Source: an optimization exercise on an open RTL-to-GDS flow (aim: small area, a short achievable clock period and few clock cycles). Production flows keep margins and buffers that such runs may drop. In this exercise RTL edits were held to simulation tests only and were not proved equivalent to the original.

===== flow/flow/run.sh =====
#!/bin/bash
# The standard layout (the standard.sh: ORFS synthesis to finish, all
# settings from config.mk), except that the port buffers that global
# placement inserts on every input and output are the smallest buffer
# (buf_1) instead of the cell buffer_ports picks by default
# (clkdlybuf4s50_1, a delay cell).  Every port is still buffered.
# ORFS writes each tool's log under orfs/logs/; make's own output goes to
# standard.log here.
set -euo pipefail
export BUFFER_PORTS_ARGS="-buffer_cell sky130_fd_sc_hd__buf_1"
bash standard.sh > standard.log 2>&1

===== flow/standard.sh =====
#!/bin/bash
# synth_recipe.tcl (not shown) runs the flow's synth.tcl, then flattens the netlist and writes it again
# the make line also repeats each setting of config.mk as NAME=value (left out here)
make -C /OpenROAD-flow-scripts/flow DESIGN_CONFIG=/design/flow/config.mk WORK_HOME=/design/flow/orfs CLKGATE_MAP_FILE= SYNTH_SCRIPT=/design/flow/synth_recipe.tcl "${@:-finish}"

===== flow/constraint.sdc =====
create_clock -name core_clock -period 10.0 [get_ports {clk}]
set_input_delay 2.0000 -clock core_clock [delete_from_list [all_inputs] [get_ports {clk}]]
set_output_delay 2.0000 -clock core_clock [all_outputs]
set_load 0.01 [all_outputs]

===== flow/config.mk =====
export PLATFORM = sky130hd
export DESIGN_NAME = kalman_fsm_3d
export DESIGN_NICKNAME = kalman_fsm_3d
export VERILOG_FILES = /design/flow/design.v
export SDC_FILE = /design/flow/constraint.sdc
export NUM_CORES = 4
export LEC_CHECK = 0
export CAP_MARGIN = 20
export CORE_MARGIN = 2
export CORE_UTILIZATION = 40
export PLACE_DENSITY = 0.6
export SETUP_SLACK_MARGIN = 2
export SLEW_MARGIN = 20

===== flow/design.v =====
`timescale 1ns / 1ps
module matrix_mult_3x3 #(
    parameter M = 3,
    parameter N = 3,
    parameter P = 3,
    parameter DATA_WIDTH = 32,
    parameter ACC_WIDTH = 66  
)(
    input  wire clk,
    input  wire rst,
    input  wire start,
    input  wire signed [DATA_WIDTH-1:0] a_in,
    input  wire [3:0] a_addr,
    input  wire a_wen,
    input  wire signed [DATA_WIDTH-1:0] b_in,
    input  wire [3:0] b_addr,
    input  wire b_wen,
    output reg signed [ACC_WIDTH-1:0] c_out,
    output reg c_valid,
    output reg done,
    output reg [1:0] row,
    output reg [1:0] col
);
    reg signed [DATA_WIDTH-1:0] a_ram [0:M*N-1];
    reg signed [DATA_WIDTH-1:0] b_ram [0:N*P-1];
    reg signed [ACC_WIDTH-1:0] c_acc;
    localparam STATE_IDLE = 0;
    localparam STATE_RUN  = 1;
    localparam STATE_DONE = 2;
    reg [1:0] state;
    reg [1:0] i_row;  
    reg [1:0] j_col;  
    reg [1:0] k_sum;  
    always @(posedge clk) begin
        if (a_wen) a_ram[a_addr] <= a_in;
        if (b_wen) b_ram[b_addr] <= b_in;
    end
    always @(posedge clk or posedge rst) begin
        if (rst) begin
            state <= STATE_IDLE;
            done <= 0;
            c_valid <= 0;
            c_out <= 0;
            c_acc <= 0;
            i_row <= 0;
            j_col <= 0;
            k_sum <= 0;
            row <= 0;
            col <= 0;
        end else begin
            c_valid <= 0;
            done <= 0;
            case (state)
                STATE_IDLE: begin
                    if (start) begin
                        i_row <= 0;
                        j_col <= 0;
                        k_sum <= 0;
                        c_acc <= 0;  
                        state <= STATE_RUN;
                    end
                end
                STATE_RUN: begin
                    c_acc <= c_acc + (a_ram[i_row*N + k_sum] * b_ram[k_sum*P + j_col]);
                    if (k_sum == N-1) begin
                        c_valid <= 1;  
                        c_out <= c_acc + (a_ram[i_row*N + k_sum] * b_ram[k_sum*P + j_col]);
                        row <= i_row;
                        col <= j_col;
                        c_acc <= 0;  
                        if (j_col == P-1) begin
                            if (i_row == M-1) begin
                                state <= STATE_DONE;  
                            end else begin
                                i_row <= i_row + 1;  
                                j_col <= 0;
                                k_sum <= 0;
                            end
                        end else begin
                            j_col <= j_col + 1;  
                            k_sum <= 0;
                        end
                    end else begin
                        k_sum <= k_sum + 1;
                    end
                end
                STATE_DONE: begin
                    done <= 1;
                    if (!start) begin
                        state <= STATE_IDLE;
                    end
                end
                default: state <= STATE_IDLE;
            endcase
        end
    end
endmodule
module matrix_add_sub_3x3 #(
    parameter M = 3,
    parameter P = 3,
    parameter DATA_WIDTH = 32
)(
    input  wire clk,
    input  wire rst,
    input  wire start,
    input  wire op,  
    input  wire signed [DATA_WIDTH-1:0] a_in,
    input  wire [3:0] a_addr,  
    input  wire a_wen,
    input  wire signed [DATA_WIDTH-1:0] b_in,
    input  wire [3:0] b_addr, 
    input  wire b_wen,
    output reg signed [DATA_WIDTH-1:0] c_out,
    output reg c_valid,
    output reg done,
    output reg [3:0] i_count_out  
);
    localparam MAT_SIZE = M*P;
    reg signed [DATA_WIDTH-1:0] A [0:MAT_SIZE-1];
    reg signed [DATA_WIDTH-1:0] B [0:MAT_SIZE-1];
    reg [3:0] i_count;  
    localparam S_IDLE    = 0;
    localparam S_OUTPUT  = 1;
    localparam S_DONE    = 2;
    reg [1:0] state;
    wire signed [DATA_WIDTH-1:0] result;
    assign result = (op == 0) ? ($signed(A[i_count]) + $signed(B[i_count])) 
                              : ($signed(A[i_count]) - $signed(B[i_count]));
    always @(posedge clk) begin
        if (a_wen) A[a_addr] <= a_in;
        if (b_wen) B[b_addr] <= b_in;
    end
    always @(posedge clk) begin
        if (rst) begin
            i_count_out <= 0;
        end else if (state == S_OUTPUT) begin
             i_count_out <= i_count;
        end
    end
    always @(posedge clk or posedge rst) begin
        if (rst) begin
            state <= S_IDLE;
            i_count <= 0;
            c_valid <= 0;
            done <= 0;
            c_out <= 0;
        end else begin
            c_valid <= 0;  
            done <= 0;     
            case (state)
                S_IDLE: begin
                    if (start) begin
                        i_count <= 0;
                        state <= S_OUTPUT;
                    end
                end
                S_OUTPUT: begin
                    c_out <= result;
                    c_valid <= 1; 
                    if (i_count == (MAT_SIZE - 1)) begin
                        state <= S_DONE;  
                    end else begin
                        i_count <= i_count + 1;
                        state <= S_OUTPUT; 
                    end
                end
                S_DONE: begin
                    done <= 1;
                    state <= S_IDLE;
                end
                default: state <= S_IDLE;
            endcase
        end
    end
endmodule
`timescale 1ns / 1ps
module kalman_fsm_3d #(
    parameter DATA_WIDTH = 32,
    parameter K_SCALED = 137
)(
    input  wire clk,
    input  wire rst,
    input  wire start,
    input  wire signed [DATA_WIDTH-1:0] z_in_x,
    input  wire signed [DATA_WIDTH-1:0] z_in_y,
    input  wire signed [DATA_WIDTH-1:0] z_in_z,
    output reg signed [DATA_WIDTH-1:0] x_out_x,
    output reg signed [DATA_WIDTH-1:0] x_out_y,
    output reg signed [DATA_WIDTH-1:0] x_out_z,
    output reg done
);
    reg [31:0] x_state_x, x_state_y, x_state_z;
    reg [31:0] xp_x, xp_y, xp_z;
    wire [31:0] sum_x, sum_y, sum_z;
    wire [31:0] xn_x, xn_y, xn_z;
    kalman_axis ax (.sel(done), .x(x_state_x), .z(z_in_x), .xp(xp_x),
                    .sum(sum_x), .x_new(xn_x));
    kalman_axis ay (.sel(done), .x(x_state_y), .z(z_in_y), .xp(xp_y),
                    .sum(sum_y), .x_new(xn_y));
    kalman_axis az (.sel(done), .x(x_state_z), .z(z_in_z), .xp(xp_z),
                    .sum(sum_z), .x_new(xn_z));
    always @(posedge clk or posedge rst) begin
        if (rst) begin
            xp_x <= 0;
            xp_y <= 0;
            xp_z <= 0;
            done <= 1'b0;
        end else begin
            if (start && !done) begin
                done <= 1'b1;
            end else if (!start) begin
                done <= 1'b0;
            end
            if (done && !start) begin
                xp_x <= sum_x;
                xp_y <= sum_y;
                xp_z <= sum_z;
            end
        end
    end
    always @(posedge clk) begin
        if (!done) begin
            x_state_x <= xn_x;
            x_state_y <= xn_y;
            x_state_z <= xn_z;
        end
    end
    always @(*) begin
        x_out_x = x_state_x;
        x_out_y = x_state_y;
        x_out_z = x_state_z;
    end
endmodule
module kalman_axis (
    input  wire        sel,       
    input  wire [31:0] x,         
    input  wire [31:0] z,         
    input  wire [31:0] xp,        
    output wire [31:0] sum,       
    output wire [31:0] x_new
);
    wire [31:0] u = sel ? x : z;
    wire [31:0] v = sel ? 32'd0 : xp;
    wire [31:0] w = sel ? ~x : xp;
    wire [10:0] k = sel ? 11'd24 : 11'd1023;
    wire n1 = ~v[0] ^ w[6];
    wire n2 = ~v[0] & w[6];
    wire n3 = ~v[1] ^ w[7];
    wire n4 = ~v[1] & w[7];
    wire n5 = ~v[2] ^ w[8];
    wire n6 = ~v[2] & w[8];
    wire n7 = ~v[3] ^ w[9];
    wire n8 = ~v[3] & w[9];
    wire n9 = ~v[4] ^ w[10];
    wire n10 = ~v[4] & w[10];
    wire n11 = ~v[5] ^ w[11];
    wire n12 = ~v[5] & w[11];
    wire n13 = ~v[6] ^ w[12];
    wire n14 = ~v[6] & w[12];
    wire n15 = ~v[7] ^ w[13];
    wire n16 = ~v[7] & w[13];
    wire n17 = ~v[8] ^ w[14];
    wire n18 = ~v[8] & w[14];
    wire n19 = ~v[9] ^ w[15];
    wire n20 = ~v[9] & w[15];
    wire n21 = ~v[10] ^ w[16];
    wire n22 = ~v[10] & w[16];
    wire n23 = ~v[11] ^ w[17];
    wire n24 = ~v[11] & w[17];
    wire n25 = ~v[12] ^ w[18];
    wire n26 = ~v[12] & w[18];
    wire n27 = ~v[13] ^ w[19];
    wire n28 = ~v[13] & w[19];
    wire n29 = ~v[14] ^ w[20];
    wire n30 = ~v[14] & w[20];
    wire n31 = ~v[15] ^ w[21];
    wire n32 = ~v[15] & w[21];
    wire n33 = ~v[16] ^ w[22];
    wire n34 = ~v[16] & w[22];
    wire n35 = ~v[17] ^ w[23];
    wire n36 = ~v[17] & w[23];
    wire n37 = ~v[18] ^ w[24];
    wire n38 = ~v[18] & w[24];
    wire n39 = ~v[19] ^ w[25];
    wire n40 = ~v[19] & w[25];
    wire n41 = ~v[20] ^ w[26];
    wire n42 = ~v[20] & w[26];
    wire n43 = ~v[21] ^ w[27];
    wire n44 = ~v[21] & w[27];
    wire n45 = ~v[22] ^ w[28];
    wire n46 = ~v[22] & w[28];
    wire n47 = ~v[23] ^ w[29];
    wire n48 = ~v[23] & w[29];
    wire n49 = v[24] ^ 1'b0 ^ w[31];
    wire n50 = (v[24] & 1'b0) | (v[24] & w[31]) | (1'b0 & w[31]);
    wire n51 = w[7] ^ ~k[10];
    wire n52 = w[7] & ~k[10];
    wire n53 = w[8] ^ n3 ^ n2;
    wire n54 = (w[8] & n3) | (w[8] & n2) | (n3 & n2);
    wire n55 = w[9] ^ n5 ^ n4;
    wire n56 = (w[9] & n5) | (w[9] & n4) | (n5 & n4);
    wire n57 = w[10] ^ n7 ^ n6;
    wire n58 = (w[10] & n7) | (w[10] & n6) | (n7 & n6);
    wire n59 = w[11] ^ n9 ^ n8;
    wire n60 = (w[11] & n9) | (w[11] & n8) | (n9 & n8);
    wire n61 = w[12] ^ n11 ^ n10;
    wire n62 = (w[12] & n11) | (w[12] & n10) | (n11 & n10);
    wire n63 = w[13] ^ n13 ^ n12;
    wire n64 = (w[13] & n13) | (w[13] & n12) | (n13 & n12);
    wire n65 = w[14] ^ n15 ^ n14;
    wire n66 = (w[14] & n15) | (w[14] & n14) | (n15 & n14);
    wire n67 = w[15] ^ n17 ^ n16;
    wire n68 = (w[15] & n17) | (w[15] & n16) | (n17 & n16);
    wire n69 = w[16] ^ n19 ^ n18;
    wire n70 = (w[16] & n19) | (w[16] & n18) | (n19 & n18);
    wire n71 = w[17] ^ n21 ^ n20;
    wire n72 = (w[17] & n21) | (w[17] & n20) | (n21 & n20);
    wire n73 = w[18] ^ n23 ^ n22;
    wire n74 = (w[18] & n23) | (w[18] & n22) | (n23 & n22);
    wire n75 = w[19] ^ n25 ^ n24;
    wire n76 = (w[19] & n25) | (w[19] & n24) | (n25 & n24);
    wire n77 = w[20] ^ n27 ^ n26;
    wire n78 = (w[20] & n27) | (w[20] & n26) | (n27 & n26);
    wire n79 = w[21] ^ n29 ^ n28;
    wire n80 = (w[21] & n29) | (w[21] & n28) | (n29 & n28);
    wire n81 = w[22] ^ n31 ^ n30;
    wire n82 = (w[22] & n31) | (w[22] & n30) | (n31 & n30);
    wire n83 = w[23] ^ n33 ^ n32;
    wire n84 = (w[23] & n33) | (w[23] & n32) | (n33 & n32);
    wire n85 = w[24] ^ n35 ^ n34;
    wire n86 = (w[24] & n35) | (w[24] & n34) | (n35 & n34);
    wire n87 = w[25] ^ n37 ^ n36;
    wire n88 = (w[25] & n37) | (w[25] & n36) | (n37 & n36);
    wire n89 = w[26] ^ n39 ^ n38;
    wire n90 = (w[26] & n39) | (w[26] & n38) | (n39 & n38);
    wire n91 = w[27] ^ n41 ^ n40;
    wire n92 = (w[27] & n41) | (w[27] & n40) | (n41 & n40);
    wire n93 = w[28] ^ n43 ^ n42;
    wire n94 = (w[28] & n43) | (w[28] & n42) | (n43 & n42);
    wire n95 = w[29] ^ n45 ^ n44;
    wire n96 = (w[29] & n45) | (w[29] & n44) | (n45 & n44);
    wire n97 = w[30] ^ n47 ^ n46;
    wire n98 = (w[30] & n47) | (w[30] & n46) | (n47 & n46);
    wire n99 = w[30] ^ n48 ^ ~n49;
    wire n100 = (w[30] & n48) | (w[30] & ~n49) | (n48 & ~n49);
    wire n101 = v[25] ^ w[31] ^ n50;
    wire n102 = (v[25] & w[31]) | (v[25] & n50) | (w[31] & n50);
    wire n103 = 1'b1 ^ ~v[26];
    wire n104 = 1'b1 & ~v[26];
    wire n105 = 1'b1 ^ ~v[27];
    wire n106 = 1'b1 & ~v[27];
    wire n107 = 1'b1 ^ ~v[28];
    wire n108 = 1'b1 & ~v[28];
    wire n109 = 1'b1 ^ ~v[29];
    wire n110 = 1'b1 & ~v[29];
    wire n111 = 1'b1 ^ ~v[30];
    wire n112 = 1'b1 & ~v[30];
    wire n113 = 1'b1 ^ v[31];
    wire n114 = w[0] ^ w[1];
    wire n115 = w[0] & w[1];
    wire n116 = w[1] ^ w[2] ^ k[5];
    wire n117 = (w[1] & w[2]) | (w[1] & k[5]) | (w[2] & k[5]);
    wire n118 = w[2] ^ w[3] ^ k[6];
    wire n119 = (w[2] & w[3]) | (w[2] & k[6]) | (w[3] & k[6]);
    wire n120 = w[3] ^ w[4] ^ k[7];
    wire n121 = (w[3] & w[4]) | (w[3] & k[7]) | (w[4] & k[7]);
    wire n122 = w[4] ^ w[5] ^ k[8];
    wire n123 = (w[4] & w[5]) | (w[4] & k[8]) | (w[5] & k[8]);
    wire n124 = w[5] ^ w[6] ^ k[9];
    wire n125 = (w[5] & w[6]) | (w[5] & k[9]) | (w[6] & k[9]);
    wire n126 = n1 ^ n51 ^ u[0];
    wire n127 = (n1 & n51) | (n1 & u[0]) | (n51 & u[0]);
    wire n128 = n52 ^ n53 ^ u[1];
    wire n129 = (n52 & n53) | (n52 & u[1]) | (n53 & u[1]);
    wire n130 = n54 ^ n55 ^ u[2];
    wire n131 = (n54 & n55) | (n54 & u[2]) | (n55 & u[2]);
    wire n132 = n56 ^ n57 ^ u[3];
    wire n133 = (n56 & n57) | (n56 & u[3]) | (n57 & u[3]);
    wire n134 = n58 ^ n59 ^ u[4];
    wire n135 = (n58 & n59) | (n58 & u[4]) | (n59 & u[4]);
    wire n136 = n60 ^ n61 ^ u[5];
    wire n137 = (n60 & n61) | (n60 & u[5]) | (n61 & u[5]);
    wire n138 = n62 ^ n63 ^ u[6];
    wire n139 = (n62 & n63) | (n62 & u[6]) | (n63 & u[6]);
    wire n140 = n64 ^ n65 ^ u[7];
    wire n141 = (n64 & n65) | (n64 & u[7]) | (n65 & u[7]);
    wire n142 = n66 ^ n67 ^ u[8];
    wire n143 = (n66 & n67) | (n66 & u[8]) | (n67 & u[8]);
    wire n144 = n68 ^ n69 ^ u[9];
    wire n145 = (n68 & n69) | (n68 & u[9]) | (n69 & u[9]);
    wire n146 = n70 ^ n71 ^ u[10];
    wire n147 = (n70 & n71) | (n70 & u[10]) | (n71 & u[10]);
    wire n148 = n72 ^ n73 ^ u[11];
    wire n149 = (n72 & n73) | (n72 & u[11]) | (n73 & u[11]);
    wire n150 = n74 ^ n75 ^ u[12];
    wire n151 = (n74 & n75) | (n74 & u[12]) | (n75 & u[12]);
    wire n152 = n76 ^ n77 ^ u[13];
    wire n153 = (n76 & n77) | (n76 & u[13]) | (n77 & u[13]);
    wire n154 = n78 ^ n79 ^ u[14];
    wire n155 = (n78 & n79) | (n78 & u[14]) | (n79 & u[14]);
    wire n156 = n80 ^ n81 ^ u[15];
    wire n157 = (n80 & n81) | (n80 & u[15]) | (n81 & u[15]);
    wire n158 = n82 ^ n83 ^ u[16];
    wire n159 = (n82 & n83) | (n82 & u[16]) | (n83 & u[16]);
    wire n160 = n84 ^ n85 ^ u[17];
    wire n161 = (n84 & n85) | (n84 & u[17]) | (n85 & u[17]);
    wire n162 = n86 ^ n87 ^ u[18];
    wire n163 = (n86 & n87) | (n86 & u[18]) | (n87 & u[18]);
    wire n164 = n88 ^ n89 ^ u[19];
    wire n165 = (n88 & n89) | (n88 & u[19]) | (n89 & u[19]);
    wire n166 = n90 ^ n91 ^ u[20];
    wire n167 = (n90 & n91) | (n90 & u[20]) | (n91 & u[20]);
    wire n168 = n92 ^ n93 ^ u[21];
    wire n169 = (n92 & n93) | (n92 & u[21]) | (n93 & u[21]);
    wire n170 = n94 ^ n95 ^ u[22];
    wire n171 = (n94 & n95) | (n94 & u[22]) | (n95 & u[22]);
    wire n172 = n96 ^ n97 ^ u[23];
    wire n173 = (n96 & n97) | (n96 & u[23]) | (n97 & u[23]);
    wire n174 = n98 ^ n99 ^ u[24];
    wire n175 = (n98 & n99) | (n98 & u[24]) | (n99 & u[24]);
    wire n176 = ~n101 ^ n100 ^ u[25];
    wire n177 = (~n101 & n100) | (~n101 & u[25]) | (n100 & u[25]);
    wire n178 = n103 ^ ~n102 ^ u[26];
    wire n179 = (n103 & ~n102) | (n103 & u[26]) | (~n102 & u[26]);
    wire n180 = n105 ^ n104 ^ u[27];
    wire n181 = (n105 & n104) | (n105 & u[27]) | (n104 & u[27]);
    wire n182 = n107 ^ n106 ^ u[28];
    wire n183 = (n107 & n106) | (n107 & u[28]) | (n106 & u[28]);
    wire n184 = n109 ^ n108 ^ u[29];
    wire n185 = (n109 & n108) | (n109 & u[29]) | (n108 & u[29]);
    wire n186 = n111 ^ n110 ^ u[30];
    wire n187 = (n111 & n110) | (n111 & u[30]) | (n110 & u[30]);
    wire n188 = n113 ^ n112 ^ ~u[31];
    wire n189 = w[0] ^ k[3];
    wire n190 = w[0] & k[3];
    wire n191 = k[4] ^ n114;
    wire n192 = k[4] & n114;
    wire n193 = n116 ^ n115;
    wire n194 = n116 & n115;
    wire n195 = n118 ^ n117;
    wire n196 = n118 & n117;
    wire n197 = n120 ^ n119;
    wire n198 = n120 & n119;
    wire n199 = n122 ^ n121;
    wire n200 = n122 & n121;
    wire n201 = n124 ^ n123;
    wire n202 = n124 & n123;
    wire n203 = n126 ^ n125;
    wire n204 = n126 & n125;
    wire n205 = n128 ^ n127;
    wire n206 = n128 & n127;
    wire n207 = n130 ^ n129;
    wire n208 = n130 & n129;
    wire n209 = n132 ^ n131;
    wire n210 = n132 & n131;
    wire n211 = n134 ^ n133;
    wire n212 = n134 & n133;
    wire n213 = n136 ^ n135;
    wire n214 = n136 & n135;
    wire n215 = n138 ^ n137;
    wire n216 = n138 & n137;
    wire n217 = n140 ^ n139;
    wire n218 = n140 & n139;
    wire n219 = n142 ^ n141;
    wire n220 = n142 & n141;
    wire n221 = n144 ^ n143;
    wire n222 = n144 & n143;
    wire n223 = n146 ^ n145;
    wire n224 = n146 & n145;
    wire n225 = n148 ^ n147;
    wire n226 = n148 & n147;
    wire n227 = n150 ^ n149;
    wire n228 = n150 & n149;
    wire n229 = n152 ^ n151;
    wire n230 = n152 & n151;
    wire n231 = n154 ^ n153;
    wire n232 = n154 & n153;
    wire n233 = n156 ^ n155;
    wire n234 = n156 & n155;
    wire n235 = n158 ^ n157;
    wire n236 = n158 & n157;
    wire n237 = n160 ^ n159;
    wire n238 = n160 & n159;
    wire n239 = n162 ^ n161;
    wire n240 = n162 & n161;
    wire n241 = n164 ^ n163;
    wire n242 = n164 & n163;
    wire n243 = n166 ^ n165;
    wire n244 = n166 & n165;
    wire n245 = n168 ^ n167;
    wire n246 = n168 & n167;
    wire n247 = n170 ^ n169;
    wire n248 = n170 & n169;
    wire n249 = n172 ^ n171;
    wire n250 = n172 & n171;
    wire n251 = n174 ^ n173;
    wire n252 = n174 & n173;
    wire n253 = n176 ^ n175;
    wire n254 = n176 & n175;
    wire n255 = n178 ^ n177;
    wire n256 = n178 & n177;
    wire n257 = n180 ^ n179;
    wire n258 = n180 & n179;
    wire n259 = n182 ^ n181;
    wire n260 = n182 & n181;
    wire n261 = n184 ^ n183;
    wire n262 = n184 & n183;
    wire n263 = n186 ^ n185;
    wire n264 = n186 & n185;
    wire n265 = n188 ^ n187;
    wire n266 = n188 & n187;
    wire n267 = k[2] & k[1];
    wire n268 = n192 | (n191 & n190);
    wire n269 = n191 & n189;
    wire n270 = n196 | (n195 & n194);
    wire n271 = n195 & n193;
    wire n272 = n200 | (n199 & n198);
    wire n273 = n199 & n197;
    wire n274 = n204 | (n203 & n202);
    wire n275 = n203 & n201;
    wire n276 = n208 | (n207 & n206);
    wire n277 = n207 & n205;
    wire n278 = n212 | (n211 & n210);
    wire n279 = n211 & n209;
    wire n280 = n216 | (n215 & n214);
    wire n281 = n215 & n213;
    wire n282 = n220 | (n219 & n218);
    wire n283 = n219 & n217;
    wire n284 = n224 | (n223 & n222);
    wire n285 = n223 & n221;
    wire n286 = n228 | (n227 & n226);
    wire n287 = n227 & n225;
    wire n288 = n232 | (n231 & n230);
    wire n289 = n231 & n229;
    wire n290 = n236 | (n235 & n234);
    wire n291 = n235 & n233;
    wire n292 = n240 | (n239 & n238);
    wire n293 = n239 & n237;
    wire n294 = n244 | (n243 & n242);
    wire n295 = n243 & n241;
    wire n296 = n248 | (n247 & n246);
    wire n297 = n247 & n245;
    wire n298 = n252 | (n251 & n250);
    wire n299 = n251 & n249;
    wire n300 = n256 | (n255 & n254);
    wire n301 = n255 & n253;
    wire n302 = n260 | (n259 & n258);
    wire n303 = n259 & n257;
    wire n304 = n264 | (n263 & n262);
    wire n305 = n263 & n261;
    wire n306 = n194 | (n193 & n268);
    wire n307 = n193 & n269;
    wire n308 = n270 | (n271 & n268);
    wire n309 = n271 & n269;
    wire n310 = n202 | (n201 & n272);
    wire n311 = n201 & n273;
    wire n312 = n274 | (n275 & n272);
    wire n313 = n275 & n273;
    wire n314 = n210 | (n209 & n276);
    wire n315 = n209 & n277;
    wire n316 = n278 | (n279 & n276);
    wire n317 = n279 & n277;
    wire n318 = n218 | (n217 & n280);
    wire n319 = n217 & n281;
    wire n320 = n282 | (n283 & n280);
    wire n321 = n283 & n281;
    wire n322 = n226 | (n225 & n284);
    wire n323 = n225 & n285;
    wire n324 = n286 | (n287 & n284);
    wire n325 = n287 & n285;
    wire n326 = n234 | (n233 & n288);
    wire n327 = n233 & n289;
    wire n328 = n290 | (n291 & n288);
    wire n329 = n291 & n289;
    wire n330 = n242 | (n241 & n292);
    wire n331 = n241 & n293;
    wire n332 = n294 | (n295 & n292);
    wire n333 = n295 & n293;
    wire n334 = n250 | (n249 & n296);
    wire n335 = n249 & n297;
    wire n336 = n298 | (n299 & n296);
    wire n337 = n299 & n297;
    wire n338 = n258 | (n257 & n300);
    wire n339 = n257 & n301;
    wire n340 = n302 | (n303 & n300);
    wire n341 = n303 & n301;
    wire n342 = n266 | (n265 & n304);
    wire n343 = n265 & n305;
    wire n344 = n206 | (n205 & n312);
    wire n345 = n205 & n313;
    wire n346 = n276 | (n277 & n312);
    wire n347 = n277 & n313;
    wire n348 = n314 | (n315 & n312);
    wire n349 = n315 & n313;
    wire n350 = n316 | (n317 & n312);
    wire n351 = n317 & n313;
    wire n352 = n222 | (n221 & n320);
    wire n353 = n221 & n321;
    wire n354 = n284 | (n285 & n320);
    wire n355 = n285 & n321;
    wire n356 = n322 | (n323 & n320);
    wire n357 = n323 & n321;
    wire n358 = n324 | (n325 & n320);
    wire n359 = n325 & n321;
    wire n360 = n238 | (n237 & n328);
    wire n361 = n237 & n329;
    wire n362 = n292 | (n293 & n328);
    wire n363 = n293 & n329;
    wire n364 = n330 | (n331 & n328);
    wire n365 = n331 & n329;
    wire n366 = n332 | (n333 & n328);
    wire n367 = n333 & n329;
    wire n368 = n254 | (n253 & n336);
    wire n369 = n253 & n337;
    wire n370 = n300 | (n301 & n336);
    wire n371 = n301 & n337;
    wire n372 = n338 | (n339 & n336);
    wire n373 = n339 & n337;
    wire n374 = n340 | (n341 & n336);
    wire n375 = n341 & n337;
    wire n376 = n198 | (n197 & n308);
    wire n377 = n272 | (n273 & n308);
    wire n378 = n310 | (n311 & n308);
    wire n379 = n312 | (n313 & n308);
    wire n380 = n344 | (n345 & n308);
    wire n381 = n346 | (n347 & n308);
    wire n382 = n348 | (n349 & n308);
    wire n383 = n350 | (n351 & n308);
    wire n384 = n230 | (n229 & n358);
    wire n385 = n229 & n359;
    wire n386 = n288 | (n289 & n358);
    wire n387 = n289 & n359;
    wire n388 = n326 | (n327 & n358);
    wire n389 = n327 & n359;
    wire n390 = n328 | (n329 & n358);
    wire n391 = n329 & n359;
    wire n392 = n360 | (n361 & n358);
    wire n393 = n361 & n359;
    wire n394 = n362 | (n363 & n358);
    wire n395 = n363 & n359;
    wire n396 = n364 | (n365 & n358);
    wire n397 = n365 & n359;
    wire n398 = n366 | (n367 & n358);
    wire n399 = n367 & n359;
    wire n400 = n262 | (n261 & n374);
    wire n401 = n261 & n375;
    wire n402 = n304 | (n305 & n374);
    wire n403 = n305 & n375;
    wire n404 = n342 | (n343 & n374);
    wire n405 = n343 & n375;
    wire n406 = n214 | (n213 & n383);
    wire n407 = n280 | (n281 & n383);
    wire n408 = n318 | (n319 & n383);
    wire n409 = n320 | (n321 & n383);
    wire n410 = n352 | (n353 & n383);
    wire n411 = n354 | (n355 & n383);
    wire n412 = n356 | (n357 & n383);
    wire n413 = n358 | (n359 & n383);
    wire n414 = n384 | (n385 & n383);
    wire n415 = n386 | (n387 & n383);
    wire n416 = n388 | (n389 & n383);
    wire n417 = n390 | (n391 & n383);
    wire n418 = n392 | (n393 & n383);
    wire n419 = n394 | (n395 & n383);
    wire n420 = n396 | (n397 & n383);
    wire n421 = n398 | (n399 & n383);
    wire n422 = n246 | (n245 & n421);
    wire n423 = n296 | (n297 & n421);
    wire n424 = n334 | (n335 & n421);
    wire n425 = n336 | (n337 & n421);
    wire n426 = n368 | (n369 & n421);
    wire n427 = n370 | (n371 & n421);
    wire n428 = n372 | (n373 & n421);
    wire n429 = n374 | (n375 & n421);
    wire n430 = n400 | (n401 & n421);
    wire n431 = n402 | (n403 & n421);
    wire n432 = n404 | (n405 & n421);
    wire n433 = n203 ^ n378;
    wire n434 = n205 ^ n379;
    wire n435 = n207 ^ n380;
    wire n436 = n209 ^ n381;
    wire n437 = n211 ^ n382;
    wire n438 = n213 ^ n383;
    wire n439 = n215 ^ n406;
    wire n440 = n217 ^ n407;
    wire n441 = n219 ^ n408;
    wire n442 = n221 ^ n409;
    wire n443 = n223 ^ n410;
    wire n444 = n225 ^ n411;
    wire n445 = n227 ^ n412;
    wire n446 = n229 ^ n413;
    wire n447 = n231 ^ n414;
    wire n448 = n233 ^ n415;
    wire n449 = n235 ^ n416;
    wire n450 = n237 ^ n417;
    wire n451 = n239 ^ n418;
    wire n452 = n241 ^ n419;
    wire n453 = n243 ^ n420;
    wire n454 = n245 ^ n421;
    wire n455 = n247 ^ n422;
    wire n456 = n249 ^ n423;
    wire n457 = n251 ^ n424;
    wire n458 = n253 ^ n425;
    wire n459 = n255 ^ n426;
    wire n460 = n257 ^ n427;
    wire n461 = n259 ^ n428;
    wire n462 = n261 ^ n429;
    wire n463 = n263 ^ n430;
    wire n464 = n265 ^ n431;
    assign sum = {n464, n463, n462, n461, n460, n459, n458, n457, n456, n455, n454, n453, n452, n451, n450, n449, n448, n447, n446, n445, n444, n443, n442, n441, n440, n439, n438, n437, n436, n435, n434, n433};
    wire n465 = xp[21] ^ 1'b1;
    wire n466 = xp[21] & 1'b1;
    wire n467 = xp[22] ^ 1'b1;
    wire n468 = xp[22] & 1'b1;
    wire n469 = xp[23] ^ 1'b1;
    wire n470 = xp[23] & 1'b1;
    wire n471 = xp[0] ^ sum[10];
    wire n472 = xp[0] & sum[10];
    wire n473 = xp[1] ^ sum[11] ^ sum[8];
    wire n474 = (xp[1] & sum[11]) | (xp[1] & sum[8]) | (sum[11] & sum[8]);
    wire n475 = xp[2] ^ sum[12] ^ sum[9];
    wire n476 = (xp[2] & sum[12]) | (xp[2] & sum[9]) | (sum[12] & sum[9]);
    wire n477 = xp[3] ^ sum[13] ^ sum[10];
    wire n478 = (xp[3] & sum[13]) | (xp[3] & sum[10]) | (sum[13] & sum[10]);
    wire n479 = xp[4] ^ sum[14] ^ sum[11];
    wire n480 = (xp[4] & sum[14]) | (xp[4] & sum[11]) | (sum[14] & sum[11]);
    wire n481 = xp[5] ^ sum[15] ^ sum[12];
    wire n482 = (xp[5] & sum[15]) | (xp[5] & sum[12]) | (sum[15] & sum[12]);
    wire n483 = xp[6] ^ sum[16] ^ sum[13];
    wire n484 = (xp[6] & sum[16]) | (xp[6] & sum[13]) | (sum[16] & sum[13]);
    wire n485 = xp[7] ^ sum[17] ^ sum[14];
    wire n486 = (xp[7] & sum[17]) | (xp[7] & sum[14]) | (sum[17] & sum[14]);
    wire n487 = xp[8] ^ sum[18] ^ sum[15];
    wire n488 = (xp[8] & sum[18]) | (xp[8] & sum[15]) | (sum[18] & sum[15]);
    wire n489 = xp[9] ^ sum[19] ^ sum[16];
    wire n490 = (xp[9] & sum[19]) | (xp[9] & sum[16]) | (sum[19] & sum[16]);
    wire n491 = xp[10] ^ sum[20] ^ sum[17];
    wire n492 = (xp[10] & sum[20]) | (xp[10] & sum[17]) | (sum[20] & sum[17]);
    wire n493 = xp[11] ^ sum[21] ^ sum[18];
    wire n494 = (xp[11] & sum[21]) | (xp[11] & sum[18]) | (sum[21] & sum[18]);
    wire n495 = xp[12] ^ sum[22] ^ sum[19];
    wire n496 = (xp[12] & sum[22]) | (xp[12] & sum[19]) | (sum[22] & sum[19]);
    wire n497 = xp[13] ^ sum[23] ^ sum[20];
    wire n498 = (xp[13] & sum[23]) | (xp[13] & sum[20]) | (sum[23] & sum[20]);
    wire n499 = xp[14] ^ sum[24] ^ sum[21];
    wire n500 = (xp[14] & sum[24]) | (xp[14] & sum[21]) | (sum[24] & sum[21]);
    wire n501 = xp[15] ^ sum[25] ^ sum[22];
    wire n502 = (xp[15] & sum[25]) | (xp[15] & sum[22]) | (sum[25] & sum[22]);
    wire n503 = xp[16] ^ sum[26] ^ sum[23];
    wire n504 = (xp[16] & sum[26]) | (xp[16] & sum[23]) | (sum[26] & sum[23]);
    wire n505 = xp[17] ^ sum[27] ^ sum[24];
    wire n506 = (xp[17] & sum[27]) | (xp[17] & sum[24]) | (sum[27] & sum[24]);
    wire n507 = xp[18] ^ sum[28] ^ sum[25];
    wire n508 = (xp[18] & sum[28]) | (xp[18] & sum[25]) | (sum[28] & sum[25]);
    wire n509 = xp[19] ^ sum[29] ^ sum[26];
    wire n510 = (xp[19] & sum[29]) | (xp[19] & sum[26]) | (sum[29] & sum[26]);
    wire n511 = xp[20] ^ sum[30] ^ sum[27];
    wire n512 = (xp[20] & sum[30]) | (xp[20] & sum[27]) | (sum[30] & sum[27]);
    wire n513 = n465 ^ ~sum[31] ^ sum[28];
    wire n514 = (n465 & ~sum[31]) | (n465 & sum[28]) | (~sum[31] & sum[28]);
    wire n515 = n467 ^ n466 ^ sum[29];
    wire n516 = (n467 & n466) | (n467 & sum[29]) | (n466 & sum[29]);
    wire n517 = n469 ^ n468 ^ sum[30];
    wire n518 = (n469 & n468) | (n469 & sum[30]) | (n468 & sum[30]);
    wire n519 = xp[24] ^ n470 ^ ~sum[31];
    wire n520 = (xp[24] & n470) | (xp[24] & ~sum[31]) | (n470 & ~sum[31]);
    wire n521 = xp[25] ^ 1'b1;
    wire n522 = xp[25] & 1'b1;
    wire n523 = xp[26] ^ 1'b1;
    wire n524 = xp[26] & 1'b1;
    wire n525 = xp[27] ^ 1'b1;
    wire n526 = xp[27] & 1'b1;
    wire n527 = sum[7] ^ sum[4];
    wire n528 = sum[7] & sum[4];
    wire n529 = sum[8] ^ sum[5] ^ sum[1];
    wire n530 = (sum[8] & sum[5]) | (sum[8] & sum[1]) | (sum[5] & sum[1]);
    wire n531 = sum[9] ^ sum[6] ^ sum[2];
    wire n532 = (sum[9] & sum[6]) | (sum[9] & sum[2]) | (sum[6] & sum[2]);
    wire n533 = sum[7] ^ sum[3] ^ n471;
    wire n534 = (sum[7] & sum[3]) | (sum[7] & n471) | (sum[3] & n471);
    wire n535 = sum[4] ^ n472 ^ n473;
    wire n536 = (sum[4] & n472) | (sum[4] & n473) | (n472 & n473);
    wire n537 = sum[5] ^ n474 ^ n475;
    wire n538 = (sum[5] & n474) | (sum[5] & n475) | (n474 & n475);
    wire n539 = sum[6] ^ n476 ^ n477;
    wire n540 = (sum[6] & n476) | (sum[6] & n477) | (n476 & n477);
    wire n541 = sum[7] ^ n478 ^ n479;
    wire n542 = (sum[7] & n478) | (sum[7] & n479) | (n478 & n479);
    wire n543 = sum[8] ^ n480 ^ n481;
    wire n544 = (sum[8] & n480) | (sum[8] & n481) | (n480 & n481);
    wire n545 = sum[9] ^ n482 ^ n483;
    wire n546 = (sum[9] & n482) | (sum[9] & n483) | (n482 & n483);
    wire n547 = sum[10] ^ n484 ^ n485;
    wire n548 = (sum[10] & n484) | (sum[10] & n485) | (n484 & n485);
    wire n549 = sum[11] ^ n486 ^ n487;
    wire n550 = (sum[11] & n486) | (sum[11] & n487) | (n486 & n487);
    wire n551 = sum[12] ^ n488 ^ n489;
    wire n552 = (sum[12] & n488) | (sum[12] & n489) | (n488 & n489);
    wire n553 = sum[13] ^ n490 ^ n491;
    wire n554 = (sum[13] & n490) | (sum[13] & n491) | (n490 & n491);
    wire n555 = sum[14] ^ n492 ^ n493;
    wire n556 = (sum[14] & n492) | (sum[14] & n493) | (n492 & n493);
    wire n557 = sum[15] ^ n494 ^ n495;
    wire n558 = (sum[15] & n494) | (sum[15] & n495) | (n494 & n495);
    wire n559 = sum[16] ^ n496 ^ n497;
    wire n560 = (sum[16] & n496) | (sum[16] & n497) | (n496 & n497);
    wire n561 = sum[17] ^ n498 ^ n499;
    wire n562 = (sum[17] & n498) | (sum[17] & n499) | (n498 & n499);
    wire n563 = sum[18] ^ n500 ^ n501;
    wire n564 = (sum[18] & n500) | (sum[18] & n501) | (n500 & n501);
    wire n565 = sum[19] ^ n502 ^ n503;
    wire n566 = (sum[19] & n502) | (sum[19] & n503) | (n502 & n503);
    wire n567 = sum[20] ^ n504 ^ n505;
    wire n568 = (sum[20] & n504) | (sum[20] & n505) | (n504 & n505);
    wire n569 = sum[21] ^ n506 ^ n507;
    wire n570 = (sum[21] & n506) | (sum[21] & n507) | (n506 & n507);
    wire n571 = sum[22] ^ n508 ^ n509;
    wire n572 = (sum[22] & n508) | (sum[22] & n509) | (n508 & n509);
    wire n573 = sum[23] ^ n510 ^ n511;
    wire n574 = (sum[23] & n510) | (sum[23] & n511) | (n510 & n511);
    wire n575 = sum[24] ^ n512 ^ n513;
    wire n576 = (sum[24] & n512) | (sum[24] & n513) | (n512 & n513);
    wire n577 = sum[25] ^ n514 ^ n515;
    wire n578 = (sum[25] & n514) | (sum[25] & n515) | (n514 & n515);
    wire n579 = sum[26] ^ n516 ^ n517;
    wire n580 = (sum[26] & n516) | (sum[26] & n517) | (n516 & n517);
    wire n581 = sum[27] ^ n518 ^ n519;
    wire n582 = (sum[27] & n518) | (sum[27] & n519) | (n518 & n519);
    wire n583 = n521 ^ sum[28] ^ n520;
    wire n584 = (n521 & sum[28]) | (n521 & n520) | (sum[28] & n520);
    wire n585 = n523 ^ n522 ^ sum[29];
    wire n586 = (n523 & n522) | (n523 & sum[29]) | (n522 & sum[29]);
    wire n587 = n525 ^ n524 ^ sum[30];
    wire n588 = (n525 & n524) | (n525 & sum[30]) | (n524 & sum[30]);
    wire n589 = xp[28] ^ n526 ^ ~sum[31];
    wire n590 = (xp[28] & n526) | (xp[28] & ~sum[31]) | (n526 & ~sum[31]);
    wire n591 = xp[29] ^ 1'b1;
    wire n592 = xp[29] & 1'b1;
    wire n593 = xp[30] ^ 1'b1;
    wire n594 = xp[30] & 1'b1;
    wire n595 = sum[3] ^ sum[0];
    wire n596 = sum[3] & sum[0];
    wire n597 = sum[4] ^ sum[1];
    wire n598 = sum[4] & sum[1];
    wire n599 = sum[5] ^ sum[2];
    wire n600 = sum[5] & sum[2];
    wire n601 = sum[6] ^ sum[3];
    wire n602 = sum[6] & sum[3];
    wire n603 = sum[0] ^ n527;
    wire n604 = sum[0] & n527;
    wire n605 = n529 ^ n528;
    wire n606 = n529 & n528;
    wire n607 = n531 ^ n530;
    wire n608 = n531 & n530;
    wire n609 = n533 ^ n532;
    wire n610 = n533 & n532;
    wire n611 = n535 ^ n534;
    wire n612 = n535 & n534;
    wire n613 = n537 ^ n536;
    wire n614 = n537 & n536;
    wire n615 = n539 ^ n538;
    wire n616 = n539 & n538;
    wire n617 = n541 ^ n540;
    wire n618 = n541 & n540;
    wire n619 = n543 ^ n542;
    wire n620 = n543 & n542;
    wire n621 = n545 ^ n544;
    wire n622 = n545 & n544;
    wire n623 = n547 ^ n546;
    wire n624 = n547 & n546;
    wire n625 = n549 ^ n548;
    wire n626 = n549 & n548;
    wire n627 = n551 ^ n550;
    wire n628 = n551 & n550;
    wire n629 = n553 ^ n552;
    wire n630 = n553 & n552;
    wire n631 = n555 ^ n554;
    wire n632 = n555 & n554;
    wire n633 = n557 ^ n556;
    wire n634 = n557 & n556;
    wire n635 = n559 ^ n558;
    wire n636 = n559 & n558;
    wire n637 = n561 ^ n560;
    wire n638 = n561 & n560;
    wire n639 = n563 ^ n562;
    wire n640 = n563 & n562;
    wire n641 = n565 ^ n564;
    wire n642 = n565 & n564;
    wire n643 = n567 ^ n566;
    wire n644 = n567 & n566;
    wire n645 = n569 ^ n568;
    wire n646 = n569 & n568;
    wire n647 = n571 ^ n570;
    wire n648 = n571 & n570;
    wire n649 = n573 ^ n572;
    wire n650 = n573 & n572;
    wire n651 = n575 ^ n574;
    wire n652 = n575 & n574;
    wire n653 = n577 ^ n576;
    wire n654 = n577 & n576;
    wire n655 = n579 ^ n578;
    wire n656 = n579 & n578;
    wire n657 = n581 ^ n580;
    wire n658 = n581 & n580;
    wire n659 = n583 ^ n582;
    wire n660 = n583 & n582;
    wire n661 = n585 ^ n584;
    wire n662 = n585 & n584;
    wire n663 = n587 ^ n586;
    wire n664 = n587 & n586;
    wire n665 = n589 ^ n588;
    wire n666 = n589 & n588;
    wire n667 = n591 ^ n590;
    wire n668 = n591 & n590;
    wire n669 = n593 ^ n592;
    wire n670 = n593 & n592;
    wire n671 = ~xp[31] ^ n594;
    wire n672 = ~xp[31] & n594;
    wire n673 = sum[2] & sum[1];
    wire n674 = n598 | (n597 & n596);
    wire n675 = n597 & n595;
    wire n676 = n602 | (n601 & n600);
    wire n677 = n601 & n599;
    wire n678 = n606 | (n605 & n604);
    wire n679 = n605 & n603;
    wire n680 = n610 | (n609 & n608);
    wire n681 = n609 & n607;
    wire n682 = n614 | (n613 & n612);
    wire n683 = n613 & n611;
    wire n684 = n618 | (n617 & n616);
    wire n685 = n617 & n615;
    wire n686 = n622 | (n621 & n620);
    wire n687 = n621 & n619;
    wire n688 = n626 | (n625 & n624);
    wire n689 = n625 & n623;
    wire n690 = n630 | (n629 & n628);
    wire n691 = n629 & n627;
    wire n692 = n634 | (n633 & n632);
    wire n693 = n633 & n631;
    wire n694 = n638 | (n637 & n636);
    wire n695 = n637 & n635;
    wire n696 = n642 | (n641 & n640);
    wire n697 = n641 & n639;
    wire n698 = n646 | (n645 & n644);
    wire n699 = n645 & n643;
    wire n700 = n650 | (n649 & n648);
    wire n701 = n649 & n647;
    wire n702 = n654 | (n653 & n652);
    wire n703 = n653 & n651;
    wire n704 = n658 | (n657 & n656);
    wire n705 = n657 & n655;
    wire n706 = n662 | (n661 & n660);
    wire n707 = n661 & n659;
    wire n708 = n666 | (n665 & n664);
    wire n709 = n665 & n663;
    wire n710 = n670 | (n669 & n668);
    wire n711 = n669 & n667;
    wire n712 = n600 | (n599 & n674);
    wire n713 = n599 & n675;
    wire n714 = n676 | (n677 & n674);
    wire n715 = n677 & n675;
    wire n716 = n608 | (n607 & n678);
    wire n717 = n607 & n679;
    wire n718 = n680 | (n681 & n678);
    wire n719 = n681 & n679;
    wire n720 = n616 | (n615 & n682);
    wire n721 = n615 & n683;
    wire n722 = n684 | (n685 & n682);
    wire n723 = n685 & n683;
    wire n724 = n624 | (n623 & n686);
    wire n725 = n623 & n687;
    wire n726 = n688 | (n689 & n686);
    wire n727 = n689 & n687;
    wire n728 = n632 | (n631 & n690);
    wire n729 = n631 & n691;
    wire n730 = n692 | (n693 & n690);
    wire n731 = n693 & n691;
    wire n732 = n640 | (n639 & n694);
    wire n733 = n639 & n695;
    wire n734 = n696 | (n697 & n694);
    wire n735 = n697 & n695;
    wire n736 = n648 | (n647 & n698);
    wire n737 = n647 & n699;
    wire n738 = n700 | (n701 & n698);
    wire n739 = n701 & n699;
    wire n740 = n656 | (n655 & n702);
    wire n741 = n655 & n703;
    wire n742 = n704 | (n705 & n702);
    wire n743 = n705 & n703;
    wire n744 = n664 | (n663 & n706);
    wire n745 = n663 & n707;
    wire n746 = n708 | (n709 & n706);
    wire n747 = n709 & n707;
    wire n748 = n672 | (n671 & n710);
    wire n749 = n671 & n711;
    wire n750 = n612 | (n611 & n718);
    wire n751 = n611 & n719;
    wire n752 = n682 | (n683 & n718);
    wire n753 = n683 & n719;
    wire n754 = n720 | (n721 & n718);
    wire n755 = n721 & n719;
    wire n756 = n722 | (n723 & n718);
    wire n757 = n723 & n719;
    wire n758 = n628 | (n627 & n726);
    wire n759 = n627 & n727;
    wire n760 = n690 | (n691 & n726);
    wire n761 = n691 & n727;
    wire n762 = n728 | (n729 & n726);
    wire n763 = n729 & n727;
    wire n764 = n730 | (n731 & n726);
    wire n765 = n731 & n727;
    wire n766 = n644 | (n643 & n734);
    wire n767 = n643 & n735;
    wire n768 = n698 | (n699 & n734);
    wire n769 = n699 & n735;
    wire n770 = n736 | (n737 & n734);
    wire n771 = n737 & n735;
    wire n772 = n738 | (n739 & n734);
    wire n773 = n739 & n735;
    wire n774 = n660 | (n659 & n742);
    wire n775 = n659 & n743;
    wire n776 = n706 | (n707 & n742);
    wire n777 = n707 & n743;
    wire n778 = n744 | (n745 & n742);
    wire n779 = n745 & n743;
    wire n780 = n746 | (n747 & n742);
    wire n781 = n747 & n743;
    wire n782 = n604 | (n603 & n714);
    wire n783 = n678 | (n679 & n714);
    wire n784 = n716 | (n717 & n714);
    wire n785 = n718 | (n719 & n714);
    wire n786 = n750 | (n751 & n714);
    wire n787 = n752 | (n753 & n714);
    wire n788 = n754 | (n755 & n714);
    wire n789 = n756 | (n757 & n714);
    wire n790 = n636 | (n635 & n764);
    wire n791 = n635 & n765;
    wire n792 = n694 | (n695 & n764);
    wire n793 = n695 & n765;
    wire n794 = n732 | (n733 & n764);
    wire n795 = n733 & n765;
    wire n796 = n734 | (n735 & n764);
    wire n797 = n735 & n765;
    wire n798 = n766 | (n767 & n764);
    wire n799 = n767 & n765;
    wire n800 = n768 | (n769 & n764);
    wire n801 = n769 & n765;
    wire n802 = n770 | (n771 & n764);
    wire n803 = n771 & n765;
    wire n804 = n772 | (n773 & n764);
    wire n805 = n773 & n765;
    wire n806 = n668 | (n667 & n780);
    wire n807 = n667 & n781;
    wire n808 = n710 | (n711 & n780);
    wire n809 = n711 & n781;
    wire n810 = n748 | (n749 & n780);
    wire n811 = n749 & n781;
    wire n812 = n620 | (n619 & n789);
    wire n813 = n686 | (n687 & n789);
    wire n814 = n724 | (n725 & n789);
    wire n815 = n726 | (n727 & n789);
    wire n816 = n758 | (n759 & n789);
    wire n817 = n760 | (n761 & n789);
    wire n818 = n762 | (n763 & n789);
    wire n819 = n764 | (n765 & n789);
    wire n820 = n790 | (n791 & n789);
    wire n821 = n792 | (n793 & n789);
    wire n822 = n794 | (n795 & n789);
    wire n823 = n796 | (n797 & n789);
    wire n824 = n798 | (n799 & n789);
    wire n825 = n800 | (n801 & n789);
    wire n826 = n802 | (n803 & n789);
    wire n827 = n804 | (n805 & n789);
    wire n828 = n652 | (n651 & n827);
    wire n829 = n702 | (n703 & n827);
    wire n830 = n740 | (n741 & n827);
    wire n831 = n742 | (n743 & n827);
    wire n832 = n774 | (n775 & n827);
    wire n833 = n776 | (n777 & n827);
    wire n834 = n778 | (n779 & n827);
    wire n835 = n780 | (n781 & n827);
    wire n836 = n806 | (n807 & n827);
    wire n837 = n808 | (n809 & n827);
    wire n838 = n810 | (n811 & n827);
    wire n839 = n609 ^ n784;
    wire n840 = n611 ^ n785;
    wire n841 = n613 ^ n786;
    wire n842 = n615 ^ n787;
    wire n843 = n617 ^ n788;
    wire n844 = n619 ^ n789;
    wire n845 = n621 ^ n812;
    wire n846 = n623 ^ n813;
    wire n847 = n625 ^ n814;
    wire n848 = n627 ^ n815;
    wire n849 = n629 ^ n816;
    wire n850 = n631 ^ n817;
    wire n851 = n633 ^ n818;
    wire n852 = n635 ^ n819;
    wire n853 = n637 ^ n820;
    wire n854 = n639 ^ n821;
    wire n855 = n641 ^ n822;
    wire n856 = n643 ^ n823;
    wire n857 = n645 ^ n824;
    wire n858 = n647 ^ n825;
    wire n859 = n649 ^ n826;
    wire n860 = n651 ^ n827;
    wire n861 = n653 ^ n828;
    wire n862 = n655 ^ n829;
    wire n863 = n657 ^ n830;
    wire n864 = n659 ^ n831;
    wire n865 = n661 ^ n832;
    wire n866 = n663 ^ n833;
    wire n867 = n665 ^ n834;
    wire n868 = n667 ^ n835;
    wire n869 = n669 ^ n836;
    wire n870 = n671 ^ n837;
    assign x_new = {n870, n869, n868, n867, n866, n865, n864, n863, n862, n861, n860, n859, n858, n857, n856, n855, n854, n853, n852, n851, n850, n849, n848, n847, n846, n845, n844, n843, n842, n841, n840, n839};
endmodule

==> reports/results.ini, run 1 <==
[run_status]
status=complete, no violations

[yosys]
netlist_area_um2=27680
synth_cell_type_count=72
yosysSeqAreaShare_pct=19.19
yosysTopAreaCell=fa_1
ys.flop_type=dfrtp_1
async_flop_share_pct=50.26
synth_top_area_share_pct=25.17
synth_area_leaders=fa_1, ha_1, edfxtp_1, inv_1, dfrtp_1
synth-edff-count=96
syn_avg_cell_area_um2=9.092
synthCells=3044
yosys_warnings=1
syn_nets=3785
ys_seq_elements=193

[critical_path]
crit_type=flip-flop to flip-flop
end_kind=flip-flop
rrSetupSlack_ns=1.73
critPathMaxFanout=15
critPathArrivalTime_ns=8.56
critPathMaxStageDelay_ns=0.59
cp-startpoint=done$_DFFE_PP0P_
slowest_stage=or4_4
required_ns=10.29
reg2reg_from=done$_DFFE_PP0P_
reg2regPathDepth=35
crit_top_cell=inv_1
cp-endpoint=x_state_z[21]$_DFFE_PN_
reg2reg_to=x_state_z[21]$_DFFE_PN_
start_kind=flip-flop

[grt]
grt_pass1_vias=22800
grt_busiest_layer=met2
grt_pass1_wl_um=127000
use_met1_pct=30.63
use_met3_pct=4.475
grt_use_met2_pct=39.60
grt_usage_pct=23.47
overflow=0
grt_max_degree=63
antenna_found_initial=5

[placement]
place_inst=4132
pre_cts_ws_ns=0.4845
place.port_buffers=195
dp_hpwl_um=60060
finalWeightedCongestion=0.8685

[floorplan]
die_width_um=267.0
coreArea_um2=68590
io_pins=196
die_area_um2=71310
start_util_pct=40.35
row_count=96
die_h_um=267.0

[cells_and_area]
nets=4168
final_core_util_pct=51.29
final_cells=4372
num-fill-cells=6309
area_delta_synth_final_pct=27.10
drive_gt1_share_pct=20.35

[cts]
clock_latency_ns=0.52
numCtsBuffers=17
cts_tree=yes
clockBufferDepth=2
root_buffer=clkbuf_16
cts_sinks=193
htree_levels=4
cts.clk_slew.worst_paths_ns=0.09

[drt]
first_iter_violations=1209
routedWlPerCell_um=18.82
drtAntennaViolNets=0
drtPass1Iterations=5
drc=0
wl_um=82290
avgViaCountPerCell=5.006
via_count=21890

[sta]
fin_setup_tns_ns=0
drv_slew=0
finClkSkew_ns=0.01823
grt_setup_unrepaired=yes
setup-violations-final=0
tightestPinTransition_ns=0.7985
relSlewSlack_pct=46.77
fmax_ghz=0.1210
finalCriticalPeriod_ns=8.266
fin_crit_sh_pct=82.66
hold_viol_final=0
fin_ws_ns=1.734

[run]
cap_violations=0

[min_path]
hold_class=flip-flop to flip-flop

==> flip-flops by register name, summed over array words and instances (netlist names) <==
register,count
done,1
xp_x,32
xp_y,32
x_state_z,32
x_state_y,32
xp_z,32
x_state_x,32
==> placed cells by master (no fill, tap or decap), drive strengths merged, types with 8 or more instances in the layout <==
master / instances
nor3: 25
nand2b: 13
xor2: 81
ha: 294
mux2i: 20
and3: 16
nor2b: 31
o21ai: 164
o21a: 58
nand2: 265
a21o: 68
and4: 9
clkinv: 8
dfrtp: 97
edfxtp: 96
xnor2: 123
nand4: 16
or3: 10
a21boi: 55
mux2: 40
nor2: 114
a31oi: 8
nand3: 28
fa: 348
buf: 415
a211oi: 11
a21oi: 121
inv: 765
or2: 8
o21bai: 25
clkbuf: 18
==> cell type report <==
class                   instances  area (µm²)  area share (%)
inverters                     758        2874           8.170
clock buffers                  17       425.4           1.209
well taps                     931        1165           3.312
flip-flops and latches        193        5314           15.11
repair inverters                3       41.29          0.1174
repair buffers                423        3149           8.953
multi-input cells            2031       22010           62.57
diodes                          1       2.502        0.007114
clock inverters                15       195.2          0.5549
==> cells in the mapped netlist (8+ instances only) <==
cell	instances
a211oi_1	11
a21boi_0	55
a21o_1	68
a21oi_1	119
a31oi_1	8
and3_1	16
and4_1	9
clkbuf_1	54
dfrtp_1	97
edfxtp_1	96
fa_1	348
ha_1	294
inv_1	758
mux2_2	40
mux2i_1	20
nand2_1	265
nand2b_1	13
nand3_1	28
nand4_1	16
nor2_1	114
nor2b_1	31
nor3_1	24
o21a_1	58
o21ai_0	164
o21bai_1	24
or2_2	8
or3_1	10
xnor2_1	123
xor2_1	81
==> timing repair <==
action	CTS	global route
gates cloned	17	1
endpoints found under the setup margin	81	66
resized for setup	319	188
setup buffers	119	70
hold buffers	0	0
pin swaps	163	93
==> how the worst min path moves through the flow <==
stage | startpoint | end | slack (ns) | cells after the start
finish | xp_y[31]$_DFFE_PP0P_ | xp_y[31]$_DFFE_PP0P_ | 0.54 | 2
global route | xp_y[26]$_DFFE_PP0P_ | xp_y[26]$_DFFE_PP0P_ | 0.57 | 2
CTS | xp_y[7]$_DFFE_PP0P_ | xp_y[7]$_DFFE_PP0P_ | 0.54 | 2
detailed placement | xp_y[7]$_DFFE_PP0P_ | xp_y[7]$_DFFE_PP0P_ | 0.51 | 2
global placement | xp_x[7]$_DFFE_PP0P_ | xp_x[7]$_DFFE_PP0P_ | 0.50 | 2
floorplan | xp_y[7]$_DFFE_PP0P_ | xp_y[7]$_DFFE_PP0P_ | 0.47 | 2
==> routing by layer <==
| layer | wire (µm) | vias up | part of all wire (%) |
|---|---|---|---|
| met4 | 1973 | 6 | 2.4 |
| met3 | 3968 | 111 | 4.8 |
| met1 | 35940 | 10870 | 44 |
| met2 | 40370 | 438 | 49 |
| met5 | 35 | - | 0.043 |
| li1 | - | 10460 | - |
==> critical path, delay by kind of cell, from the launching register on <==
| kind | cells | cell delay (ns) |
|---|---|---|
| buffers and inverters | 10 | 0.86 |
| AND/OR/NAND/NOR | 8 | 1.40 |
| AO/OA/AOI/OAI | 8 | 1.62 |
| flip-flops | 1 | 0.53 |
| XOR/XNOR | 1 | 0.25 |
| adder cells (fa/ha/maj) | 8 | 3.35 |
==> per-stage QoR <==
| stage | cell area (µm²) | hold slack [ns] |
|---|---|---|
| global placement | 30070 | 0.5001 |
| CTS | 33670 | 0.5355 |
| global route | 35180 | 0.5680 |
| detailed placement | 30070 | 0.5140 |
| finish | 35180 | 0.5445 |
| floorplan | 28250 | 0.4712 |
==> cell families after synthesis <==
| kind of cell | count (synthesis) | synth area share, % |
|---|---|---|
| buf+inv | 820 | 11.13 |
| xor+xnor | 204 | 6.456 |
| flops | 193 | 19.19 |
| compound gates | 568 | 13.27 |
| fa+ha+maj | 647 | 38.65 |
| mux | 60 | 2.351 |
| simple gates | 552 | 8.965 |
Testbench counts, summed over its fixed seeds: cycles 4,088.
==> inputs of run 2 (changes only) <==
--- a/flow/config.mk
+++ b/flow/config.mk
@@ -10,4 +10,4 @@
 export CORE_UTILIZATION = 40
 export PLACE_DENSITY = 0.6
-export SETUP_SLACK_MARGIN = 2
+export SETUP_SLACK_MARGIN = 0
 export SLEW_MARGIN = 20
==> reports/results.ini, run 2 <==
[cells_and_area]
final_cell_area_um2=30390  ; was 35180 µm²
area_delta_synth_final_pct=9.820  ; was 27.10%
nets=3984  ; was 4168
num-fill-cells=6725  ; was 6309
regArea_um2=5314  ; unchanged
layout_commonest_cell=inv_1  ; unchanged
layout_common_cells=inv_1, fa_1, ha_1, nand2_1, buf_1  ; was inv_1, fa_1, nand2_1, ha_1, buf_1
final_core_util_pct=44.31  ; was 51.29%
drive_gt1_share_pct=4.453  ; was 20.35%
multiInputGateArea_um2=19310  ; was 22010 µm²

[yosys]
async_flop_share_pct=50.26  ; unchanged
synth_cell_type_count=72  ; unchanged
yosysTopAreaCell=fa_1  ; unchanged
ys_seq_elements=193  ; unchanged
synth_top_area_share_pct=25.17  ; unchanged
synth_common_cells=inv_1, fa_1, ha_1, nand2_1, o21ai_0  ; unchanged
synth-edff-count=96  ; unchanged
syn_avg_cell_area_um2=9.092  ; unchanged
ys.flop_type=dfrtp_1  ; unchanged
synthCells=3044  ; unchanged
yosysSeqAreaShare_pct=19.19  ; unchanged
netlist_area_um2=27680  ; unchanged
yosys_warnings=1  ; unchanged
syn_nets=3785  ; unchanged
synth.most_common_cell=inv_1  ; unchanged
synth_area_leaders=fa_1, ha_1, edfxtp_1, inv_1, dfrtp_1  ; unchanged

[cts]
cts_sinks=193  ; unchanged
htree_levels=4  ; unchanged
clockBufferDepth=2  ; unchanged
cts.clk_slew.worst_paths_ns=0.08  ; was 0.09 ns
cts_tree=yes  ; unchanged
root_buffer=clkbuf_16  ; unchanged
holdBufCountCts=0  ; unchanged
clock_latency_ns=0.51  ; was 0.52 ns
numCtsBuffers=17  ; unchanged

[grt]
grt_busiest_layer=met2  ; unchanged
grt_use_met2_pct=36.21  ; was 39.60%
grt_usage_pct=21.19  ; was 23.47%
antenna_found_initial=7  ; was 5
overflow=0  ; unchanged
grt_max_degree=64  ; was 63
grt_pass1_wl_um=116000  ; was 127000 µm
grt_pass1_vias=21340  ; was 22800
use_met1_pct=27.60  ; was 30.63%
use_met3_pct=4.069  ; was 4.475%

[sta]
fin_crit_sh_pct=93.47  ; was 82.66%
finalCriticalPeriod_ns=9.347  ; was 8.266 ns
drv_slew=0  ; unchanged
tightestPinTransition_ns=0.9673  ; was 0.7985 ns
fmax_ghz=0.1070  ; was 0.1210 GHz
setup-violations-final=0  ; unchanged
finClkSkew_ns=0.01585  ; was 0.01823 ns
hold_viol_final=0  ; unchanged
relSlewSlack_pct=35.51  ; was 46.77%

[critical_path]
critPathMaxStageDelay_ns=0.57  ; was 0.59 ns
start_kind=flip-flop  ; unchanged
crit_type=flip-flop to flip-flop  ; unchanged
required_ns=10.25  ; was 10.29 ns
reg2regPathDepth=36  ; was 35
end_kind=flip-flop  ; unchanged
slowest_stage=dfrtp_4  ; was or4_4
critPathArrivalTime_ns=9.59  ; was 8.56 ns
critPathMaxFanout=26  ; was 15

[drt]
drtPass1Iterations=5  ; unchanged
drc=0  ; unchanged
wl_um=72220  ; was 82290 µm
routedWlPerCell_um=17.24  ; was 18.82 µm
drtAntennaViolNets=0  ; unchanged
avgViaCountPerCell=4.902  ; was 5.006
via_count=20540  ; was 21890
first_iter_violations=1193  ; was 1209

[run]
cap_violations=0  ; unchanged

[run_status]
status=complete, no violations  ; unchanged

[min_path]
hold_class=flip-flop to flip-flop  ; unchanged
hold_depth=2  ; unchanged

[floorplan]
start_util_pct=40.35  ; unchanged
coreArea_um2=68590  ; unchanged
die_width_um=267.0  ; unchanged
die_h_um=267.0  ; unchanged
die_area_um2=71310  ; unchanged
io_pins=196  ; unchanged
row_count=96  ; unchanged

[placement]
place.port_buffers=195  ; unchanged
placed_area_um2=29750  ; was 30070 µm²
finalWeightedCongestion=0.8640  ; was 0.8685
dp_hpwl_um=60640  ; was 60060 µm

==> run 2: cell counts after synthesis <==
Identical to the previous run, type by type.
==> run 2: area by class of cell <==
type | count | share of cell area (%)
inverters | 758 | 9.411
diodes | 2 | 0.01647
multi-input cells | 2031 | 63.54
flip-flops and latches | 193 | 17.48
clock buffers | 21 | 1.515
well taps | 931 | 3.833
clock inverters | 11 | 0.3582
repair buffers | 242 | 3.841
==> run 2: cell families after synthesis <==
| family | synth area share, % |
|---|---|
| compound gates | 13.27 |
| xor+xnor | 6.456 |
| fa+ha+maj | 38.65 |
| buf+inv | 11.13 |
| flops | 19.19 |
| mux | 2.351 |
| simple gates | 8.965 |
==> run 2: timing repair <==
item / CTS / global route
buffers inserted: 0 / 0
endpoints found under the setup margin: 0 / 4
resized for setup: 0 / 10
==> run 2: through the flow <==
stage / setup WS, ns / cells / setup TNS (ns) / hold slack (ns)
2_1_floorplan: 0.1553 / 3044 / 0 / 0.4712
3_3_place_gp: 0.3627 / 4154 / 0 / 0.4984
3_5_place_dp: 0.2989 / 4154 / 0 / 0.5094
4_1_cts: 0.4626 / 4186 / 0 / 0.5288
5_1_grt: -0.008542 / 4188 / -0.01300 / 0.5417
6_report: 0.6530 / 4189 / 0 / 0.5249
==> run 2: worst max-delay path, delay by kind of cell, from the launching register on <==
family | cells | cell delay (ns)
XOR/XNOR | 2 | 0.49
AND/OR/NAND/NOR | 6 | 1.03
flip-flops | 1 | 0.57
buffers and inverters | 7 | 0.90
AO/OA/AOI/OAI | 14 | 3.17
adder cells (fa/ha/maj) | 7 | 2.90
==> run 2: path summary, 6_finish.rpt <==
kind | endpoint | slack (ns) | startpoint
worst min register to register | xp_z[7]$_DFFE_PP0P_ | 0.52 | xp_z[7]$_DFFE_PP0P_
max in group asynchronous | done$_DFFE_PP0P_ | 7.00 | rst
worst max-delay path | x_state_y[31]$_DFFE_PN_ | 0.65 | done$_DFFE_PP0P_
min in group asynchronous | xp_y[29]$_DFFE_PP0P_ | 1.54 | rst
worst min-delay path | xp_z[7]$_DFFE_PP0P_ | 0.52 | xp_z[7]$_DFFE_PP0P_
worst max register to register | x_state_y[31]$_DFFE_PN_ | 0.65 | done$_DFFE_PP0P_
==> run 2: layer usage <==
layer / vias up / wire (µm) / part of all wire [%]
met3: 69 / 3567 / 4.9
met5: - / 58 / 0.080
li1: 10090 / - / -
met1: 10020 / 32130 / 44
met2: 348 / 35120 / 49
met4: 10 / 1336 / 1.8

-- re-timing with driven ports --
Ports are ideal in the flow. The routed layouts listed here were re-timed in OpenROAD.
Step 1 sets driving cells, clkbuf_16 on the clock port and buf_2 on the other inputs (assumed; they add their load-dependent delay and slew).
Step 2 times the ports against the registers' clock, not the clock port: input delays grow and output delays shrink by t, the midpoint of the rising clock arrivals with the driver on.
a / b / c = ideal ports / drivers / drivers and shift; a / b = the first two.
run | shift t [ns] | setup slack, ns | clock arrival spread, ns
run 1 | 0.565 | 1.734 / 1.734 / 1.245 | 0.018 / 0.018
run 2 | 0.563 | 0.653 / 0.653 / 0.308 | 0.015 / 0.016
After both steps every run listed still meets setup and hold. The setup slack of run 1, which loses most, moves by 0.000 ns with the drivers and by -0.489 ns with both steps.
